Context: an optimization exercise on an open-source flow, tuned for small area and a short achievable clock period. The choices shown serve that exercise and are no tape-out recipe. Where RTL was checked, it was by simulation tests only, not by an equivalence proof against the original.

## old
==> flow/design.v (excerpt) <==
module cordic #(
    parameter integer C_S00_AXIS_TDATA_WIDTH = 32,
    parameter integer C_M00_AXIS_TDATA_WIDTH = 32,
    parameter integer C_NUM_CORDIC_ITERATIONS = 16,
    parameter integer C_CORDIC_FRAC_WIDTH = 16,
    parameter integer C_CORDIC_GAIN = 39796
)(
    input wire s00_axis_aclk,
    input wire s00_axis_aresetn,
    input wire s00_axis_tlast,
    input wire s00_axis_tvalid,
    input wire [C_S00_AXIS_TDATA_WIDTH-1:0] s00_axis_tdata,
    input wire [(C_S00_AXIS_TDATA_WIDTH/8)-1:0] s00_axis_tstrb,
    output logic s00_axis_tready,
    input wire m00_axis_tready,
    output logic m00_axis_tvalid,
    output logic m00_axis_tlast,
    output logic [C_M00_AXIS_TDATA_WIDTH-1:0] m00_axis_tdata,  
    output logic [(C_M00_AXIS_TDATA_WIDTH/8)-1:0] m00_axis_tstrb
);
    localparam integer HALF_GAIN = C_CORDIC_GAIN / 2;
    localparam logic [256-1:0] ZT0 = {16'hbe12, 16'hfe10, 16'he3d8, 16'h23d6, 16'hd208, 16'h1206, 16'hf7ce, 16'h37cc, 16'hc834, 16'h0832, 16'hedfa, 16'h2df8, 16'hdc2a, 16'h1c28, 16'h01f0, 16'h41ee};
    localparam logic [256-1:0] ZT1 = {16'hfb3d, 16'h0053, 16'hfdc7, 16'h02dd, 16'hfc81, 16'h0197, 16'hff0b, 16'h0421, 16'hfbdf, 16'h00f5, 16'hfe69, 16'h037f, 16'hfd23, 16'h0239, 16'hffad, 16'h04c3};
    localparam logic [1024-1:0] ZT2 = {16'hffb2, 16'h0002, 16'hffda, 16'h002a, 16'hffc6, 16'h0016, 16'hffee, 16'h003e, 16'hffbc, 16'h000c, 16'hffe4, 16'h0034, 16'hffd0, 16'h0020, 16'hfff8, 16'h0048, 16'hffb6, 16'h0006, 16'hffde, 16'h002e, 16'hffca, 16'h001a, 16'hfff2, 16'h0042, 16'hffc0, 16'h0010, 16'hffe8, 16'h0038, 16'hffd4, 16'h0024, 16'hfffc, 16'h004c, 16'hffb4, 16'h0004, 16'hffdc, 16'h002c, 16'hffc8, 16'h0018, 16'hfff0, 16'h0040, 16'hffbe, 16'h000e, 16'hffe6, 16'h0036, 16'hffd2, 16'h0022, 16'hfffa, 16'h004a, 16'hffb8, 16'h0008, 16'hffe0, 16'h0030, 16'hffcc, 16'h001c, 16'hfff4, 16'h0044, 16'hffc2, 16'h0012, 16'hffea, 16'h003a, 16'hffd6, 16'h0026, 16'hfffe, 16'h004e};
    wire en = m00_axis_tready;
    logic v_r [1:17];
    logic l_r [1:17];
    logic f_r [1:16];
    wire [15:0] in_i = s00_axis_tdata[15:0];
    wire [15:0] in_q = s00_axis_tdata[31:16];
    wire [15:0] a_in = in_i[15] ? 16'(-in_i) : in_i;
    wire [15:0] b_in = in_q[15] ? 16'(-in_q) : in_q;
    wire i_min = in_i[15] & ~|in_i[14:0];
    wire d0_in = in_q[15] & ~|in_q[14:0];
    wire signed [16:0] i_s = {in_i[15], in_i};
    wire signed [16:0] q_s = {in_q[15], in_q};
  ...
For scale: roughly 7,700 cells after synthesis, about 1,200 flip-flops, about 80 I/O pins.
Settings: LEC_CHECK=0, CAP_MARGIN=20, CORE_MARGIN=2, CORE_UTILIZATION=60, PLACE_DENSITY=0.72, SLEW_MARGIN=20; clock period 10.0 ns.
standard.sh (not shown) runs the stock make flow with config.mk's settings and CLKGATE_MAP_FILE= SYNTH_SCRIPT=/design/flow/synth_recipe.tcl, a recipe that flattens the netlist after the stock synthesis.
==> flow/flow/run.sh <==
#!/bin/bash
set -euo pipefail
export SETUP_SLACK_MARGIN=5.7
bash standard.sh > standard.log 2>&1
Input changes introduced in new (baseline for comparison: old):
diff --git a/flow/design.v b/flow/design.v
--- a/flow/design.v
+++ b/flow/design.v
@@ -24,52 +24,43 @@
     localparam logic [256-1:0] ZT0 = {16'hbe12, 16'hfe10, 16'he3d8, 16'h23d6, 16'hd208, 16'h1206, 16'hf7ce, 16'h37cc, 16'hc834, 16'h0832, 16'hedfa, 16'h2df8, 16'hdc2a, 16'h1c28, 16'h01f0, 16'h41ee};
     localparam logic [256-1:0] ZT1 = {16'hfb3d, 16'h0053, 16'hfdc7, 16'h02dd, 16'hfc81, 16'h0197, 16'hff0b, 16'h0421, 16'hfbdf, 16'h00f5, 16'hfe69, 16'h037f, 16'hfd23, 16'h0239, 16'hffad, 16'h04c3};
     localparam logic [1024-1:0] ZT2 = {16'hffb2, 16'h0002, 16'hffda, 16'h002a, 16'hffc6, 16'h0016, 16'hffee, 16'h003e, 16'hffbc, 16'h000c, 16'hffe4, 16'h0034, 16'hffd0, 16'h0020, 16'hfff8, 16'h0048, 16'hffb6, 16'h0006, 16'hffde, 16'h002e, 16'hffca, 16'h001a, 16'hfff2, 16'h0042, 16'hffc0, 16'h0010, 16'hffe8, 16'h0038, 16'hffd4, 16'h0024, 16'hfffc, 16'h004c, 16'hffb4, 16'h0004, 16'hffdc, 16'h002c, 16'hffc8, 16'h0018, 16'hfff0, 16'h0040, 16'hffbe, 16'h000e, 16'hffe6, 16'h0036, 16'hffd2, 16'h0022, 16'hfffa, 16'h004a, 16'hffb8, 16'h0008, 16'hffe0, 16'h0030, 16'hffcc, 16'h001c, 16'hfff4, 16'h0044, 16'hffc2, 16'h0012, 16'hffea, 16'h003a, 16'hffd6, 16'h0026, 16'hfffe, 16'h004e};
     wire en = m00_axis_tready;
     logic v_r [1:17];
     logic l_r [1:17];
     logic f_r [1:16];
     wire [15:0] in_i = s00_axis_tdata[15:0];
     wire [15:0] in_q = s00_axis_tdata[31:16];
     wire [15:0] a_in = in_i[15] ? 16'(-in_i) : in_i;
     wire [15:0] b_in = in_q[15] ? 16'(-in_q) : in_q;
-    wire i_min = in_i[15] & ~|in_i[14:0];
-    wire d0_in = in_q[15] & ~|in_q[14:0];
-    wire signed [16:0] i_s = {in_i[15], in_i};
-    wire signed [16:0] q_s = {in_q[15], in_q};
-    wire signed [16:0] sum_iq = i_s + q_s;
-    wire [16:0] zb = (i_s ^ q_s) ^ {i_s[15:0] | q_s[15:0], 1'b0};
-    wire lt_pp = q_s < i_s;                       
-    wire lt_pn = ~sum_iq[16] & (|zb);             
-    wire lt_np = sum_iq[16];                      
-    wire lt_nn = i_s < q_s;                       
-    wire lt = in_i[15] ? (in_q[15] ? lt_nn : lt_np) : (in_q[15] ? lt_pn : lt_pp);
-    wire d1_in = d0_in | (lt & ~i_min);
-    wire swp_in = ~d0_in & lt & ~i_min;
-    wire signed [17:0] a_x = {{2{a_in[15]}}, a_in};
-    wire signed [17:0] b_x = {2'd0, b_in};
-    logic signed [17:0] p_r, q_r;
-    logic d0_r, d1_r;
+    wire d0_in = b_in[15];
+    wire d1_in = d0_in | ($signed({1'b0, b_in}) < $signed({a_in[15], a_in}));
+    logic [15:0] a_r, b_r;
+    logic d0_r, d1_r, swp_r;
     always_ff @(posedge s00_axis_aclk) begin
         if (en) begin
-            p_r    <= swp_in ? b_x : a_x;
-            q_r    <= swp_in ? a_x : b_x;
+            a_r    <= a_in;
+            b_r    <= b_in;
             d0_r   <= d0_in;
             d1_r   <= d1_in;
+            swp_r  <= d1_in & ~d0_in;
             f_r[1] <= in_i[15];
             v_r[1] <= s00_axis_tvalid;
             l_r[1] <= s00_axis_tlast;
         end
     end
-    wire signed [19:0] p = 20'(p_r);
-    wire signed [19:0] q = 20'(q_r);
+    wire signed [19:0] a_s = {{4{a_r[15]}}, a_r};
+    wire signed [19:0] b_t = {4'd0, b_r};
+    wire swp = swp_r;
+    wire signed [19:0] p = swp ? b_t : a_s;
+    wire signed [19:0] q = swp ? a_s : b_t;
     wire [19:0] nd = {20{~d1_r}};
     wire [19:0] xa = p, xb = q << 1, xc = q;
     wire [19:0] ya = (p << 1) ^ nd, yb = p ^ nd, yc = q ^ ~nd;
     wire signed [19:0] x2 = xa + xb + xc;
     wire signed [19:0] y2 = ya + yb + yc + {18'd0, ~d1_r, d1_r};
     logic signed [19:0] x2_r, y2_r;
     logic [1:0] dec2_r;
     always_ff @(posedge s00_axis_aclk) begin
         if (en) begin
             x2_r   <= x2;
             y2_r   <= y2;
==> comparison <==
- Delta (new minus old): number of diodes down 1; area share of xor/xnor cells in the synthesized design level; pin count of the biggest net entering global routing shows a reduction of about 1.1%; final core utilization shows no meaningful change.
- Comparing floorplan die area for old and new, the smaller number came from new.
- In terms of number of vias per cell after detailed routing, old and new differ only marginally.
No functional check of the RTL was part of old.

port drivers added, routing unchanged:
The results above use ideal ports. As a check the final layouts listed here were re-extracted and re-timed, cells and wires unchanged.
Step 1 (the two cells are an assumption about what drives the block):
set clk [get_ports {s00_axis_aclk}]
set_driving_cell -lib_cell sky130_fd_sc_hd__clkbuf_16 $clk
set_driving_cell -lib_cell sky130_fd_sc_hd__buf_2 [delete_from_list [all_inputs] $clk]
Step 2, shift: input delay + t, output delay - t, t = (earliest + latest rising clock arrival at the registers) / 2. This alone moves slack from input paths to output paths.
a / b / c = no drivers / after step 1 / after step 2; a / b = the first two.
run	shift t [ns]	setup WS [ns]	slew at the worst register clock pin (ns)
old	0.843	5.703 / 5.426 / 4.869	0.07 / 0.07
new	0.854	5.670 / 5.544 / 4.892	0.07 / 0.07
After both steps every run listed still meets setup and hold. For old, which loses most, drivers alone change the setup slack by -0.277 ns; drivers and shift together by -0.834 ns.
